This is an optimization exercise on Yosys and OpenROAD, whose aim is small area, a short achievable clock period and few clock cycles per item, not a production implementation.
Only simulation tests tie the RTL to the original design; equivalence was not proved.
No activity file was given, so power comes from the tool's default toggle rates.

## flow/design.v (module list and top-level ports; edited modules follow where they fit)
// module fir_fa: 4 lines
// module fir_ha: 4 lines
// module fir_wrapper: 2598 lines
module fir_wrapper (
    input           wb_clk_i,
    input           wb_rst_i,
    input           wbs_stb_i,
    input           wbs_cyc_i,
    input           wbs_we_i,
    input   [3:0]   wbs_sel_i,
    input  [31:0]   wbs_dat_i,
    input  [31:0]   wbs_adr_i,
    output          wbs_ack_o,
    output [31:0]   wbs_dat_o
);
  // ...
==> flow/flow/run.sh <==
#!/bin/bash
set -e
cp standard.sh standard.sh.log
cp config.mk config.mk.orig.log
echo "export SETUP_SLACK_MARGIN = 6.3" >> config.mk
bash standard.sh > standard.log 2>&1
==> flow/standard.sh <==
#!/bin/bash
# synth_recipe.tcl (not shown) runs the flow's synth.tcl, then flattens the netlist and writes it again
# the make line also repeats each setting of config.mk as NAME=value (left out here)
make -C /OpenROAD-flow-scripts/flow DESIGN_CONFIG=/design/flow/config.mk WORK_HOME=/design/flow/orfs CLKGATE_MAP_FILE= SYNTH_SCRIPT=/design/flow/synth_recipe.tcl "${@:-finish}"
==> flow/config.mk <==
export PLATFORM = sky130hd
export DESIGN_NAME = fir_wrapper
export DESIGN_NICKNAME = fir_wrapper
export VERILOG_FILES = /design/flow/design.v
export SDC_FILE = /design/flow/constraint.sdc
export NUM_CORES = 4
export LEC_CHECK = 0
export CAP_MARGIN = 20
export CORE_MARGIN = 2
export CORE_UTILIZATION = 50
export SLEW_MARGIN = 20
export SYNTH_HIERARCHICAL = 1
export SYNTH_MINIMUM_KEEP_SIZE = 0
export SETUP_SLACK_MARGIN = 6.3
==> flow/constraint.sdc <==
create_clock -name core_clock -period 10.0 [get_ports {wb_clk_i}]
set_input_delay 2.0000 -clock core_clock [delete_from_list [all_inputs] [get_ports {wb_clk_i}]]
set_output_delay 2.0000 -clock core_clock [all_outputs]
set_load 0.01 [all_outputs]
==> key figures, run 1 <==
Run status
  • Status: complete, no violations

Layout
  • Finished Cell Area: 0.06336 sq mm
  • Reg area: 0.02005 sq mm
  • Finished Layout Cells: 6300
  • FILL cells: 9741

Logic synthesis
  • Synthesized netlist cell count: 4887
  • Area contributors post-synth: dfxtp_1 32%, fa_1 24%, xnor2_1 14%, a22oi_1 10%, ha_1 4.1%
  • Netlist cell types: 60
  • Most instantiated cells after synthesis: 935 x xnor2_1, 916 x dfxtp_1, 769 x a22oi_1
  • Number of enable flip-flop cells after synthesis: 48

Placed design
  • Placed Cells: 6078
  • Dpl hpwl: 113.1 mm
  • Placed cell areas: 0.05902 sq mm

STA
  • Final period utilization: 39.16%
  • Skew final: 0.06192 ns

Floorplan
  • Die W: 343 microns
  • Die height: 343 microns

Power
  • Top power group: registers

Global route
  • Vias in the first global route: 42280
  • First-pass GRT wire length: 273.2 mm

Worst setup path
  • CP max stage cell: dfxtp_4
  • Req. time, crit path: 8.00 ns
  • Reg2Reg Depth: 6
  • Critical Path End: wbs_dat_o[0]

Clocking
  • Post_cts resized: 226
  • CTS tree: yes
Testbench counts, summed over its fixed seeds: cycles 5,120, items 1,280.
==> inputs of run 2 (changes only) <==
--- a/flow/design.v
+++ b/flow/design.v
@@ -48,18 +48,23 @@
       ack_r <= req & ~ack_r & ~init_r & a_go;
       if (p3) begin
         act  <= init_r | (req & ~ack_r & a_x);
         if (init_r) icnt <= icnt + 4'd1;
         if (icnt == 4'd12) init_r <= 1'b0;
       end
     end
   end
-  reg mask_r;
-  always @(posedge wb_clk_i) mask_r <= wbs_adr_i[7];
+  reg [3:0] mask_r;
+  always @(posedge wb_clk_i) begin
+    mask_r[0] <= wbs_adr_i[7];
+    mask_r[1] <= wbs_adr_i[2];
+    mask_r[2] <= wbs_adr_i[7] & wbs_adr_i[2];
+    mask_r[3] <= wbs_adr_i[7] | wbs_adr_i[2];
+  end
   wire [2:0] kj;    
   assign kj[0] = (wbs_adr_i[5:2] == 4'd0) | (wbs_adr_i[5:2] == 4'd3) | (wbs_adr_i[5:2] == 4'd6) | (wbs_adr_i[5:2] == 4'd9);
   assign kj[1] = (wbs_adr_i[5:2] == 4'd1) | (wbs_adr_i[5:2] == 4'd4) | (wbs_adr_i[5:2] == 4'd7) | (wbs_adr_i[5:2] == 4'd10);
   assign kj[2] = (wbs_adr_i[5:2] == 4'd2) | (wbs_adr_i[5:2] == 4'd5) | (wbs_adr_i[5:2] == 4'd8);
   reg [2:0] hw;
   always @(posedge wb_clk_i)
     hw <= {3{req & ~ack_r & ~init_r & a_h & h_ok}} & kj;
   wire take = p3 & ~init_r & req & ~ack_r & a_x;
@@ -81,17 +86,17 @@
   reg [31:0] H1_0, S1_0;
   reg [31:0] H1_1, S1_1;
   reg [31:0] H1_2, S1_2;
   reg [31:0] H1_3, S1_3;
   reg [31:0] H2_0, S2_0;
   reg [31:0] H2_1, S2_1;
   reg [31:0] H2_2, S2_2;
   reg [31:0] H2_3, S2_3;
-  assign wbs_dat_o = S0_0 & {32{mask_r}};
+  assign wbs_dat_o = S0_0 & {{8{mask_r[3]}}, {8{mask_r[2]}}, {8{mask_r[1]}}, {8{mask_r[0]}}};
   always @(posedge wb_clk_i) begin
     H0_0 <= H0_1;
     H0_1 <= H0_2;
     H0_2 <= H0_3;
     H0_3 <= hw[0] ? wbs_dat_i : H0_0;
   end
   always @(posedge wb_clk_i) begin
     H1_0 <= H1_1;
==> flow/flow/run.sh (replaced) <==
#!/bin/bash
set -e
cp standard.sh standard.sh.log
cp config.mk config.mk.orig.log
echo "export SETUP_SLACK_MARGIN = 6.0" >> config.mk
bash standard.sh > standard.log 2>&1
--- a/flow/config.mk
+++ b/flow/config.mk
@@ -6,9 +6,9 @@
 export NUM_CORES = 4
 export LEC_CHECK = 0
 export CAP_MARGIN = 20
 export CORE_MARGIN = 2
 export CORE_UTILIZATION = 50
 export SLEW_MARGIN = 20
 export SYNTH_HIERARCHICAL = 1
 export SYNTH_MINIMUM_KEEP_SIZE = 0
-export SETUP_SLACK_MARGIN = 6.3
+export SETUP_SLACK_MARGIN = 6.0
==> run 2 against run 1 <==
Non-clock buffer count is 17 lower. Clock power is 4% higher. Fmax is 0.95% lower.
==> key figures, run 2 <==
Global route
  • Initial antenna violation count: 8 (was 5)
  • Grt total ovfl: 0 (unchanged)
  • Vias in the first global route: 41810 (was 42280)
  • Largest net degree at the start of global routing: 92 (was 98)
  • First-pass GRT wire length: 273.2 mm (about the same)
  • Overall routing resource usage: 31.34% (was 31.54%)

STA
  • Slew Viols, Final: 0 (unchanged)
  • RSZ-0062 raised after global routing: true (unchanged)
  • Worst Setup Slack, final: 6.047 ns (was 6.084 ns)
  • Slew HR: 17.22% (was 25.71%)
  • Setup TNS: 0 ns (unchanged)
  • Max Clk Rate: 0.2530 GHz (was 0.2554 GHz)
  • Hold Slack: 0.3078 ns (was 0.2915 ns)
  • Endpoints failing setup: 0 (unchanged)
  • Min cycle time layout: 3.953 ns (was 3.916 ns)
  • Slew @ Worst Pin: 1.240 ns (was 1.114 ns)
  • Skew final: 0.03944 ns (was 0.06192 ns)
  • Final period utilization: 39.53% (was 39.16%)
  • Hold Violations, Final: 0 (unchanged)

Worst setup path
  • Flop2flop setup slack: 6.05 ns (was 6.31 ns)
  • Critical path arrival: 4.52 ns (was 1.92 ns)
  • Critical Path End: pr0[30] (was wbs_dat_o[0])
  • Family with the most delay on the worst path: adder cells (was buffers and inverters)
  • Critical-path cell list: buf_6 > clkbuf_8 > xnor2_1 > fa_1 > fa_1 > fa_1 > fa_1 (was buf_12 > buf_16 > buf_12 > buf_6 > and2_4 > buf_6)
  • Setup crit start kind: register (unchanged)
  • Crit path top cell by count: fa_1
  • Worst r2r src: bneg[2] (was H2_0[2])
  • Req. time, crit path: 10.57 ns (was 8.00 ns)
  • Reg2Reg Depth: 7 (was 6)
  • CP Launch Point: bneg[2] (was mask_r)
  • CP max stage cell: clkbuf_8 (was dfxtp_4)
  • CP bufs+invs: 2 (was 5)
  • Reg2Reg Capture Point: pr0[30] (was pr2[12])
  • Critical path fanouts, max: 47 (was 8)
  • Slowest stage delay, CP: 0.68 ns (was 0.36 ns)
  • Crit Path Class: register to register (was register to output port)
  • Critical path depth: 7 (was 6)
  • Nature of the critical path endpoint: register (was output port)

Detailed routing
  • Post-route ant nets: 0 (unchanged)
  • Vias: 39130 (was 39250)
  • Initial DRT Pass Iterations: 7 (unchanged)
  • DRT Wirelength: 184.7 mm (was 185.8 mm)
  • Post-DR wirelength/cell: 29.17 microns (was 29.49 microns)
  • Initial drt markers: 4489 (was 4659)
  • DRC viols: 0 (unchanged)
  • Vias/cell: 6.179 (was 6.231)

Floorplan
  • Die height: 344.0 microns (was 343 microns)
  • Initial Utilization: 50.49% (was 50.32%)
  • Die W: 344.0 microns (was 343 microns)
  • Core Area: 0.1145 sq mm (was 0.1142 sq mm)
  • Rows: 124 (unchanged)
  • Top Ports: 106 (unchanged)
  • Die ar.: 0.1184 sq mm (was 0.1176 sq mm)

Logic synthesis
  • Yosys warning total: 7 (unchanged)
  • Post-synthesis sequential area ratio: 34.71% (was 34.82%)
  • Flops & latches, synth: 976 (was 973)
  • Syn Nets: 5888 (was 5839)
  • Netlist cell types: 69 (was 60)
  • Post-synth top area share: 31.82% (was 31.91%)
  • Main synth FF type: dfxtp_1 (unchanged)
  • Async set or reset register ratio after synthesis: 0.9221% (was 0.9250%)
  • Count leader, synth: xnor2_1 (unchanged)
  • Area contributors post-synth: dfxtp_1 32%, fa_1 24%, xnor2_1 14%, a22oi_1 10%, ha_1 4.0% (was dfxtp_1 32%, fa_1 24%, xnor2_1 14%, a22oi_1 10%, ha_1 4.1%)
  • Post-Syn Area: 0.05781 sq mm (was 0.05746 sq mm)
  • Synthesized netlist cell count: 4936 (was 4887)
  • Leading area contributor after synthesis: dfxtp_1 (unchanged)
  • Number of enable flip-flop cells after synthesis: 48 (unchanged)
  • Avg Inst Size Synth: 11.71 sq um (was 11.76 sq um)
  • Most instantiated cells after synthesis: 936 x xnor2_1, 919 x dfxtp_1, 768 x a22oi_1 (was 935 x xnor2_1, 916 x dfxtp_1, 769 x a22oi_1)

Power
  • PwrDens: 214.8 mW/mm^2 (was 209.9 mW/mm^2)
  • P_leak: 20.66 nW (was 20.91 nW)
  • Worst vdd ir: 191.1 uV (was 182.9 uV)
  • Post-layout total power: 13.60 mW (was 13.30 mW)

Layout
  • Most frequent cells in the layout: 936 x xnor2_1, 903 x dfxtp_1, 768 x a22oi_1 (was 934 x xnor2_1, 893 x dfxtp_1, 769 x a22oi_1)
  • Registers with the most flip-flops: pr0 x80, pr1 x80, pr2 x80 (unchanged)
  • Commonest non-fill, non-tap cell in the layout: xnor2_1 (unchanged)
  • Share of cells above drive strength 1: 9.610% (was 11.24%)
  • Core Util, Final: 55.29% (was 55.48%)
  • Finished Layout Cells: 6333 (was 6300)
  • Finished Cell Area: 0.06331 sq mm (was 0.06336 sq mm)
  • Final nets: 5682 (was 5652)
  • Layout area overhead: 9.512% (was 10.26%)

Clocking
  • Clk root buf: clkbuf_16 (unchanged)
  • Clock Path Buffers: 3 (unchanged)
  • CTS tree: yes (unchanged)
  • Clock sink count: 976 (was 973)
  • Htree depth: 3 (unchanged)
  • Total CTS buffers: 101 (unchanged)
  • Clock latency on the worst-skew pair: 0.72 ns (was 0.74 ns)
  • Worst-path clk slew: 0.07 ns (was 0.06 ns)
  • CTS Hold Buffers Added: 0 (unchanged)

Worst hold path
  • Worst Hold Class: register to register (unchanged)

Placed design
  • Placed Cells: 6133 (was 6078)
  • PortBufs: 75 (unchanged)
  • Dpl hpwl: 118.1 mm (was 113.1 mm)
  • Setup WS pre-CTS: 5.376 ns (was 5.382 ns)
  • Placed cell areas: 0.05938 sq mm (was 0.05902 sq mm)
  • GPL Wtd Cong: 0.9012 (was 0.8701)

Run status
  • Status: complete, no violations (unchanged)

Run
  • Max-cap viol count: 0 (unchanged)
## run 2: routing by layer
| layer | wire [microns] | global-route usage (%) | share of wire, % | vias to the layer above |
|---|---|---|---|---|
| li1 | - | - | - | 16420 |
| met1 | 71750 | 39.67 | 39 | 19610 |
| met2 | 83470 | 49.74 | 45 | 2514 |
| met3 | 18280 | 7.859 | 9.9 | 579 |
| met4 | 11160 | 16.26 | 6.0 | 8 |
| met5 | 50 | 0 | 0.027 | - |
## run 2: cells by family (layout without fill, tap and decap cells)
family / count (synthesis) / count (layout) / share of synthesized area (%)
AO/OA/AOI/OAI: 1029 / 1029 / 12.83
flip-flops: 976 / 976 / 34.71
XOR/XNOR: 973 / 973 / 14.74
adder cells (fa/ha/maj): 879 / 879 / 28.02
buffers and inverters: 536 / 418 / 3.491
AND/OR/NAND/NOR: 381 / 381 / 3.060
multiplexers: 162 / 162 / 3.149
other: 0 / 3 / 0
## run 2: power breakdown
part	switching (mW)	internal, mW
logic	2.14	1.86
clock network	1.68	2.43
registers	0.574	4.92
## run 2: repair_timing
| action | 4_1_cts | 5_1_grt |
|---|---|---|
| gates resized for setup | 28 | 23 |
| gates cloned | 0 | 0 |
| buffers inserted | 4 | 1 |
| endpoints found under the setup margin | 215 | 75 |
## run 2: Yosys stat by module (local to each module, per instance)
module       flip-flops and latches  cell area, sq um
fir_fa                            0             20.02
fir_wrapper                     976             42630
fir_ha                            0             12.51
## run 2: area by class of cell
class,count,area (sq um)
fill,9726,51190
multi-input combinational,3424,35740
sequential,976,20090
clock buffer,134,2854
tap,1512,1892
timing repair buffer,172,1683
clock inverter,57,833.3
inverter,55,206.4
antenna,3,7.507
## run 2: worst min path at each step
| stage | start | endpoint | slack (ns) | depth (start not counted) |
|---|---|---|---|---|
| after floorplan | H0_1[0] | H0_0[0] | 0.31 | 0 |
| after global placement | H0_2[3] | H0_1[3] | 0.31 | 0 |
| after detailed placement | H0_1[5] | H0_0[5] | 0.31 | 0 |
| after CTS | H1_2[7] | H1_1[7] | 0.31 | 0 |
| after global routing | H0_2[5] | H0_1[5] | 0.32 | 0 |
| final | H1_2[7] | H1_1[7] | 0.31 | 0 |
Testbench counts of run 2, summed over its fixed seeds: cycles 5,120, items 1,280.
==> inputs of run 3 (changes only) <==
==> flow/flow/run.sh (replaced) <==
#!/bin/bash
set -e
cp standard.sh standard.sh.log
cp config.mk config.mk.orig.log
echo "export SETUP_SLACK_MARGIN = 6.5" >> config.mk
bash standard.sh > standard.log 2>&1
--- a/flow/config.mk
+++ b/flow/config.mk
@@ -13,2 +13,2 @@
 export SYNTH_MINIMUM_KEEP_SIZE = 0
-export SETUP_SLACK_MARGIN = 6.0
+export SETUP_SLACK_MARGIN = 6.5
==> run 3 against run 2 <==
Worst setup slack improved by 0.34 ns. Sequential share of layout area down 0.76 points. Core utilization rose by 1.6 points. Fmax grew 9.3%. Largest cell class unchanged. Highest routed layer unchanged.
==> key figures, run 3 <==
Clocking
  • Worst-path clk slew: 0.06 ns (was 0.07 ns)
  • Total CTS buffers: 102 (was 101)
  • Htree depth: 3 (unchanged)
  • Clock latency on the worst-skew pair: 0.74 ns (was 0.72 ns)
  • Clock sink count: 976 (unchanged)
  • CTS Hold Buffers Added: 0 (unchanged)
  • CTS tree: yes (unchanged)
  • Clk root buf: clkbuf_16 (unchanged)
  • Clock Path Buffers: 3 (unchanged)

Worst hold path
  • Worst hold path depth: 0 (unchanged)
  • Hold_sp: S1_0[14] (was H1_2[7])
  • Worst Hold Class: register to register (unchanged)
  • Hold Path End: S1_1[14] (was H1_1[7])

Detailed routing
  • Initial drt markers: 5266 (was 4489)
  • Vias/cell: 6.379 (was 6.179)
  • Initial DRT Pass Iterations: 9 (was 7)
  • Post-DR wirelength/cell: 32.19 microns (was 29.17 microns)
  • DRT Wirelength: 205.9 mm (was 184.7 mm)
  • Vias: 40800 (was 39130)
  • DRC viols: 0 (unchanged)
  • Post-route ant nets: 0 (unchanged)

Worst setup path
  • Setup crit start kind: register (unchanged)
  • Req. time, crit path: 10.56 ns (was 10.57 ns)
  • Worst r2r src: bneg[1] (was bneg[2])
  • Reg2Reg Depth: 6 (was 7)
  • Nature of the critical path endpoint: register (unchanged)
  • Critical path depth: 6 (was 7)
  • Family with the most delay on the worst path: adder cells (unchanged)
  • Flop2flop setup slack: 6.38 ns (was 6.05 ns)
  • Crit path top cell by count: fa_1 (unchanged)
  • Slowest stage delay, CP: 0.57 ns (was 0.68 ns)
  • Crit Path Class: register to register (unchanged)
  • Reg2Reg Capture Point: pr2[16] (was pr0[30])
  • Critical path fanouts, max: 91 (was 47)
  • Critical-path cell list: clkbuf_16 > xnor2_1 > fa_1 > fa_1 > fa_1 > fa_1 (was buf_6 > clkbuf_8 > xnor2_1 > fa_1 > fa_1 > fa_1 > fa_1)
  • CP bufs+invs: 1 (was 2)
  • CP max stage cell: fa_1 (was clkbuf_8)
  • Critical path arrival: 4.18 ns (was 4.52 ns)

Placed design
  • Dpl hpwl: 117.3 mm (was 118.1 mm)
  • GPL Wtd Cong: 0.8949 (was 0.9012)
  • PortBufs: 75 (unchanged)

Floorplan
  • Die height: 344.0 microns (unchanged)
  • Die W: 344.0 microns (unchanged)
  • Rows: 124 (unchanged)
  • Initial Utilization: 50.49% (unchanged)
  • Core Area: 0.1145 sq mm (unchanged)
  • Top Ports: 106 (unchanged)
  • Die ar.: 0.1184 sq mm (unchanged)

STA
  • Hold Slack: 0.2929 ns (was 0.3078 ns)
  • Max Clk Rate: 0.2765 GHz (was 0.2530 GHz)
  • Slew Viols, Final: 0 (unchanged)
  • Slew HR: 24.12% (was 17.22%)
  • Final period utilization: 36.17% (was 39.53%)
  • Endpoints failing setup: 0 (unchanged)
  • RSZ-0062 raised after global routing: true (unchanged)
  • Setup TNS: 0 ns (unchanged)
  • Hold Violations, Final: 0 (unchanged)
  • Slew @ Worst Pin: 1.138 ns (was 1.240 ns)
  • Min cycle time layout: 3.617 ns (was 3.953 ns)
  • Skew final: 0.05676 ns (was 0.03944 ns)

Global route
  • First-pass GRT wire length: 284.7 mm (was 273.2 mm)
  • M2 GR Usage: 51.09% (was 49.74%)
  • Grt peak-use layer: met2 (unchanged)
  • Met1 GRT Util: 41.14% (was 39.67%)
  • Initial antenna violation count: 4 (was 8)
  • Largest net degree at the start of global routing: 92 (unchanged)
  • Vias in the first global route: 42650 (was 41810)
  • Overall routing resource usage: 33.16% (was 31.34%)
  • GR Util met3: 9.546% (was 7.859%)
  • Grt total ovfl: 0 (unchanged)

Power
  • Worst vdd ir: 178.2 uV (was 191.1 uV)
  • PwrDens: 209.1 mW/mm^2 (was 214.8 mW/mm^2)
  • P_leak: 21.67 nW (was 20.66 nW)
  • Post-layout total power: 13.62 mW (was 13.60 mW)

Logic synthesis
  • Async set or reset register ratio after synthesis: 0.9221% (unchanged)
  • Leading area contributor after synthesis: dfxtp_1 (unchanged)
  • Count leader, synth: xnor2_1 (unchanged)
  • Avg Inst Size Synth: 11.71 sq um (unchanged)
  • Area contributors post-synth: dfxtp_1 32%, fa_1 24%, xnor2_1 14%, a22oi_1 10%, ha_1 4.0% (unchanged)
  • Syn Nets: 5888 (unchanged)
  • Post-synthesis sequential area ratio: 34.71% (unchanged)
  • Post-Syn Area: 0.05781 sq mm (unchanged)
  • Flops & latches, synth: 976 (unchanged)
  • Post-synth top area share: 31.82% (unchanged)
  • Number of enable flip-flop cells after synthesis: 48 (unchanged)
  • Netlist cell types: 69 (unchanged)
  • Synthesized netlist cell count: 4936 (unchanged)
  • Main synth FF type: dfxtp_1 (unchanged)
  • Most instantiated cells after synthesis: 936 x xnor2_1, 919 x dfxtp_1, 768 x a22oi_1 (unchanged)
  • Yosys warning total: 7 (unchanged)

Layout
  • Most frequent cells in the layout: 929 x xnor2_1, 870 x dfxtp_1, 749 x a22oi_1 (was 936 x xnor2_1, 903 x dfxtp_1, 768 x a22oi_1)
  • Multi-input logic area: 0.03594 sq mm (was 0.03574 sq mm)
  • Share of cells above drive strength 1: 12.95% (was 9.610%)
  • Final nets: 5746 (was 5682)
  • FILL cells: 9495 (was 9726)
  • Commonest non-fill, non-tap cell in the layout: xnor2_1 (unchanged)
  • Layout area overhead: 12.65% (was 9.512%)
  • Reg area: 0.02017 sq mm (was 0.02009 sq mm)
  • Registers with the most flip-flops: pr0 x80, pr1 x80, pr2 x80 (unchanged)

Run
  • Max-cap viol count: 0 (unchanged)

Run status
  • Status: complete, no violations (unchanged)
[run 3: through the flow]
step	utilization [%]	setup slack (ns)	cell area [sq um]	cells
finish	56.88	6.383	65130	6396
global placement	51.92	5.610	59450	6139
detailed placement	51.92	5.612	59450	6139
CTS	56.06	6.342	64190	6360
global route	56.88	6.377	65130	6395
floorplan	-	6.463	57880	4936
[run 3: how the worst max path moves through the flow]
stage / start / to / slack [ns]
5_1_grt: mask_r[1] / wbs_dat_o[11] / 6.38
3_3_place_gp: bneg[3] / pr0[27] / 5.61
6_report: bneg[1] / pr2[16] / 6.38
3_5_place_dp: bneg[3] / pr0[39] / 5.61
2_1_floorplan: ph[1] / pr1[67] / 6.46
4_1_cts: mask_r[1] / wbs_dat_o[14] / 6.34
[run 3: cells by family (layout without fill, tap and decap cells)]
family | after synthesis | after routing | share of synthesized area (%)
AO/OA/AOI/OAI | 1029 | 1029 | 12.83
flip-flops | 976 | 976 | 34.71
XOR/XNOR | 973 | 973 | 14.74
adder cells (fa/ha/maj) | 879 | 879 | 28.02
buffers and inverters | 536 | 482 | 3.491
AND/OR/NAND/NOR | 381 | 381 | 3.060
multiplexers | 162 | 162 | 3.149
other | 0 | 2 | 0
[run 3: per-module statistics from Yosys (local to each module, per instance)]
module | copies in the design | cells
fir_wrapper | 1 | 4138
fir_fa | 693 | 1
fir_ha | 105 | 1
[run 3: report_power, final]
| group | switching (mW) | total, mW | internal, mW |
|---|---|---|---|
| clock | 1.68 | 4.05 | 2.36 |
| sequential | 0.569 | 5.51 | 4.94 |
| combinational | 2.20 | 4.07 | 1.87 |
[run 3: metal layers]
metal / vias up / part of all wire, % / wire, microns
met5: - / 0.043 / 89
met2: 2996 / 43 / 88730
li1: 16560 / - / -
met3: 839 / 12 / 23900
met1: 20400 / 37 / 76270
met4: 2 / 8.2 / 16920
[run 3: worst register-to-register path: stages, from the launching register on]
cell and delay [ns]:
edfxtp_1 0.41, clkbuf_16 0.34, xnor2_1 0.79, fa_1 0.50, fa_1 0.43, fa_1 0.57
fa_1 0.41
[run 3: timing repair]
| item | 4_1_cts | 5_1_grt |
|---|---|---|
| pin swaps | 2 | 8 |
| buffers inserted | 19 | 15 |
| resized for setup | 292 | 101 |
| endpoints found under the setup margin | 268 | 129 |
| gates cloned | 10 | 19 |
[run 3: area by class of cell]
| cell class | count | area share [%] |
|---|---|---|
| Inverter | 55 | 0.3170 |
| Tap cell | 1512 | 2.905 |
| Clock buffer | 143 | 4.622 |
| Antenna cell | 2 | 0.007685 |
| Multi-Input combinational cell | 3424 | 55.18 |
| Clock inverter | 49 | 1.009 |
| Timing Repair Buffer | 235 | 4.982 |
| Sequential cell | 976 | 30.97 |
==> inputs of run 4 (changes only) <==
--- a/flow/config.mk
+++ b/flow/config.mk
@@ -9,3 +9,4 @@
 export CORE_MARGIN = 2
-export CORE_UTILIZATION = 50
+export CORE_UTILIZATION = 60
+export CTS_CLUSTER_SIZE = 30
 export SLEW_MARGIN = 20
==> run 4 against run 3 <==
Worst setup slack gained 0.081 ns. Clock power shrank 2%. Sequential share of layout area grew 0.12 points. Global-route usage grew 6.4 points. Cell count shrank 3.4%. Hold slack gained 0.024 ns. Register-to-register slack gained 0.08 ns. Sequential power is essentially flat. Combinational power grew 1%. Cell area shrank 0.39%. Area after synthesis is the same. Largest cell class unchanged. Largest power group unchanged.
==> key figures, run 4 <==
Run status
  • Status: complete, no violations (unchanged)

Logic synthesis
  • Post-synth top area share: 31.82% (unchanged)
  • Post-Syn Area: 0.05781 sq mm (unchanged)
  • Leading area contributor after synthesis: dfxtp_1 (unchanged)
  • Number of enable flip-flop cells after synthesis: 48 (unchanged)
  • Synthesized netlist cell count: 4936 (unchanged)
  • Syn Nets: 5888 (unchanged)
  • Flops & latches, synth: 976 (unchanged)
  • Area contributors post-synth: dfxtp_1 32%, fa_1 24%, xnor2_1 14%, a22oi_1 10%, ha_1 4.0% (unchanged)
  • Netlist cell types: 69 (unchanged)
  • Yosys warning total: 7 (unchanged)
  • Most instantiated cells after synthesis: 936 x xnor2_1, 919 x dfxtp_1, 768 x a22oi_1 (unchanged)
  • Async set or reset register ratio after synthesis: 0.9221% (unchanged)
  • Count leader, synth: xnor2_1 (unchanged)
  • Post-synthesis sequential area ratio: 34.71% (unchanged)
  • Avg Inst Size Synth: 11.71 sq um (unchanged)
  • Main synth FF type: dfxtp_1 (unchanged)

STA
  • Slew HR: 33.52% (was 24.12%)
  • Slew @ Worst Pin: 0.9941 ns (was 1.138 ns)
  • Setup TNS: 0 ns (unchanged)
  • Worst Setup Slack, final: 6.465 ns (was 6.383 ns)
  • Final period utilization: 35.35% (was 36.17%)
  • Slew Viols, Final: 0 (unchanged)
  • Min cycle time layout: 3.535 ns (was 3.617 ns)
  • RSZ-0062 raised after global routing: true (unchanged)
  • Skew final: 0.02866 ns (was 0.05676 ns)
  • Endpoints failing setup: 0 (unchanged)
  • Max Clk Rate: 0.2828 GHz (was 0.2765 GHz)
  • Hold Violations, Final: 0 (unchanged)
  • Hold Slack: 0.3173 ns (was 0.2929 ns)

Detailed routing
  • Vias/cell: 6.719 (was 6.379)
  • DRC viols: 0 (unchanged)
  • Post-DR wirelength/cell: 33.70 microns (was 32.19 microns)
  • Initial DRT Pass Iterations: 11 (was 9)
  • DRT Wirelength: 208.2 mm (was 205.9 mm)
  • Vias: 41510 (was 40800)
  • Post-route ant nets: 0 (unchanged)
  • Initial drt markers: 5525 (was 5266)

Power
  • P_leak: 21.68 nW (was 21.67 nW)
  • PwrDens: 210.3 mW/mm^2 (was 209.1 mW/mm^2)
  • Worst vdd ir: 219.2 uV (was 178.2 uV)

Worst setup path
  • Setup crit start kind: register (unchanged)
  • Reg2Reg Depth: 8 (was 6)
  • Crit Path Class: register to register (unchanged)
  • Reg2Reg Capture Point: pr1[52] (was pr2[16])
  • Flop2flop setup slack: 6.46 ns (was 6.38 ns)
  • Nature of the critical path endpoint: register (unchanged)
  • Critical path fanouts, max: 20 (was 91)
  • Req. time, crit path: 10.59 ns (was 10.56 ns)
  • Worst r2r src: bone[1] (was bneg[1])
  • Critical path arrival: 4.12 ns (was 4.18 ns)

Clocking
  • Clk root buf: clkbuf_16 (unchanged)
  • Clock sink count: 976 (unchanged)
  • Htree depth: 3 (unchanged)
  • CTS Hold Buffers Added: 0 (unchanged)
  • Total CTS buffers: 100 (was 102)
  • Clock latency on the worst-skew pair: 0.73 ns (was 0.74 ns)
  • Clock Path Buffers: 3 (unchanged)
  • Worst-path clk slew: 0.07 ns (was 0.06 ns)
  • CTS tree: yes (unchanged)

Floorplan
  • Initial Utilization: 60.67% (was 50.49%)
  • Die ar.: 0.09885 sq mm (was 0.1184 sq mm)
  • Die W: 314.4 microns (was 344.0 microns)
  • Die height: 314.4 microns (was 344.0 microns)
  • Core Area: 0.09529 sq mm (was 0.1145 sq mm)
  • Top Ports: 106 (unchanged)
  • Rows: 113 (was 124)

Placed design
  • Dpl hpwl: 118.7 mm (was 117.3 mm)
  • GPL Wtd Cong: 0.9489 (was 0.8949)
  • Placed Cells: 5898 (was 6139)
  • Placed cell areas: 0.05916 sq mm (was 0.05945 sq mm)
  • Setup WS pre-CTS: 5.453 ns (was 5.612 ns)
  • PortBufs: 75 (unchanged)

Layout
  • Layout area overhead: 12.21% (was 12.65%)
  • Finished Cell Area: 0.06487 sq mm (was 0.06513 sq mm)
  • Registers with the most flip-flops: pr0 x80, pr1 x80, pr2 x80 (unchanged)
  • Final nets: 5771 (was 5746)
  • Finished Layout Cells: 6178 (was 6396)
  • Most frequent cells in the layout: 929 x xnor2_1, 866 x dfxtp_1, 753 x a22oi_1 (was 929 x xnor2_1, 870 x dfxtp_1, 749 x a22oi_1)
  • Commonest non-fill, non-tap cell in the layout: xnor2_1 (unchanged)
  • Share of cells above drive strength 1: 13.43% (was 12.95%)

Worst hold path
  • Worst Hold Class: register to register (unchanged)
  • Hold_sp: H1_1[5] (was S1_0[14])
  • Worst hold path depth: 0 (unchanged)
  • Hold Path End: H1_0[5] (was S1_1[14])

Global route
  • Vias in the first global route: 42900 (was 42650)
  • Overall routing resource usage: 39.54% (was 33.16%)
  • Grt total ovfl: 0 (unchanged)
  • Largest net degree at the start of global routing: 70 (was 92)
  • Initial antenna violation count: 3 (was 4)
  • First-pass GRT wire length: 283.6 mm (was 284.7 mm)

Run
  • Max-cap viol count: 0 (unchanged)
## run 4: cells by family (layout without fill, tap and decap cells)
| family | Yosys count | after routing | synth area share [%] |
|---|---|---|---|
| AOI/OAI and AO/OA | 1029 | 1029 | 12.83 |
| DFF | 976 | 976 | 34.71 |
| xor gates and xnor gates | 973 | 973 | 14.74 |
| adders and majority gates | 879 | 879 | 28.02 |
| buffers and inverters | 536 | 506 | 3.491 |
| and+or+nand+nor | 381 | 381 | 3.060 |
| muxes | 162 | 162 | 3.149 |
| other | 0 | 7 | 0 |
## run 4: worst max-delay path by stage
stage / start / to / slack, ns
after floorplan: ph[1] / pr1[67] / 6.46
after global placement: wbs_adr_i[2] / ack_r / 5.49
after detailed placement: wbs_adr_i[2] / ack_r / 5.45
after CTS: mask_r[1] / wbs_dat_o[14] / 6.37
after global routing: pr2[49] / S2_0[31] / 6.42
final: bone[1] / pr1[52] / 6.46
## run 4: area by class of cell
cell class / instances / area [sq um]
Inverter: 55 / 206.4
Antenna cell: 7 / 17.52
Tap cell: 1265 / 1583
Timing Repair Buffer: 262 / 3407
Clock buffer: 122 / 2748
Multi-Input combinational cell: 3424 / 35930
Clock inverter: 67 / 814.5
Sequential cell: 976 / 20170
Fill cell: 7198 / 30420
## run 4: through the flow
step           util, %  power, mW
6_report         68.08      13.64
5_1_grt          68.06      14.37
3_5_place_dp     62.08      9.608
4_1_cts          66.86      13.62
2_1_floorplan        -      8.142
3_3_place_gp     62.08      9.552
## run 4: critical path, cell delays in order (launching register included)
cell      delay (ns)
edfxtp_1        0.44
buf_12          0.30
buf_16          0.23
a22oi_1         0.12
xnor2_1         0.31
fa_1            0.51
fa_1            0.50
fa_1            0.53
fa_1            0.42
## run 4: layer usage
metal  vias to the layer above  global-route usage [%]  wire length (microns)
li1                      16600                       -                      -
met1                     20710                   49.06                  74080
met2                      3252                   59.36                  89400
met3                       943                   12.14                  26520
met4                         4                   27.09                  18030
met5                         -                       0                    134
## run 4: Yosys stat by module, one instance, submodules excluded
module       area, sq um  flops+latches
fir_wrapper        42630            976
fir_fa             20.02              0
fir_ha             12.51              0
## run 4: where the power goes
part / internal (mW) / total [mW] / switching (mW)
Sequential: 4.93 / 5.53 / 0.594
Clock: 2.30 / 3.98 / 1.68
Combinational: 1.87 / 4.13 / 2.26
Total: 9.10 / 13.6 / 4.54
## run 4: repair_timing
item,in CTS,in global routing
setup endpoints to repair,271,129
gates resized for setup,248,143
hold endpoints to repair,0,0
buffers inserted,18,31
gates cloned,10,24
pin swaps,1,15

-- separate check: timing with driven ports --
In the flow no input, the clock included, has a driving cell. The finished layouts below were timed again as built, in two steps. Step 1 sets driving cells, clkbuf_16 on the clock port and buf_2 on the other inputs (assumed; they add their load-dependent delay and slew). Step 2 adds t to the input delays and takes it off the output delays; t is the mean of the earliest and latest rising clock arrival at the registers after step 1. Input paths then give back, and output paths get back, about the clock's delay inside the block. a / b / c = ideal ports / drivers / drivers and shift; a / b = the first two.
run	shift t [ns]	setup slack, ns	worst setup path after step 2
run 1	0.786	6.084 / 6.007 / 5.925	input to register
run 2	0.776	6.047 / 6.028 / 5.729	input to register
run 3	0.786	6.383 / 6.334 / 5.878	input to register
run 4	0.790	6.465 / 6.439 / 5.831	input to register
After both steps setup and hold are still met in every run listed. For run 4, which loses most, drivers alone change the setup slack by -0.026 ns; drivers and shift together by -0.634 ns.
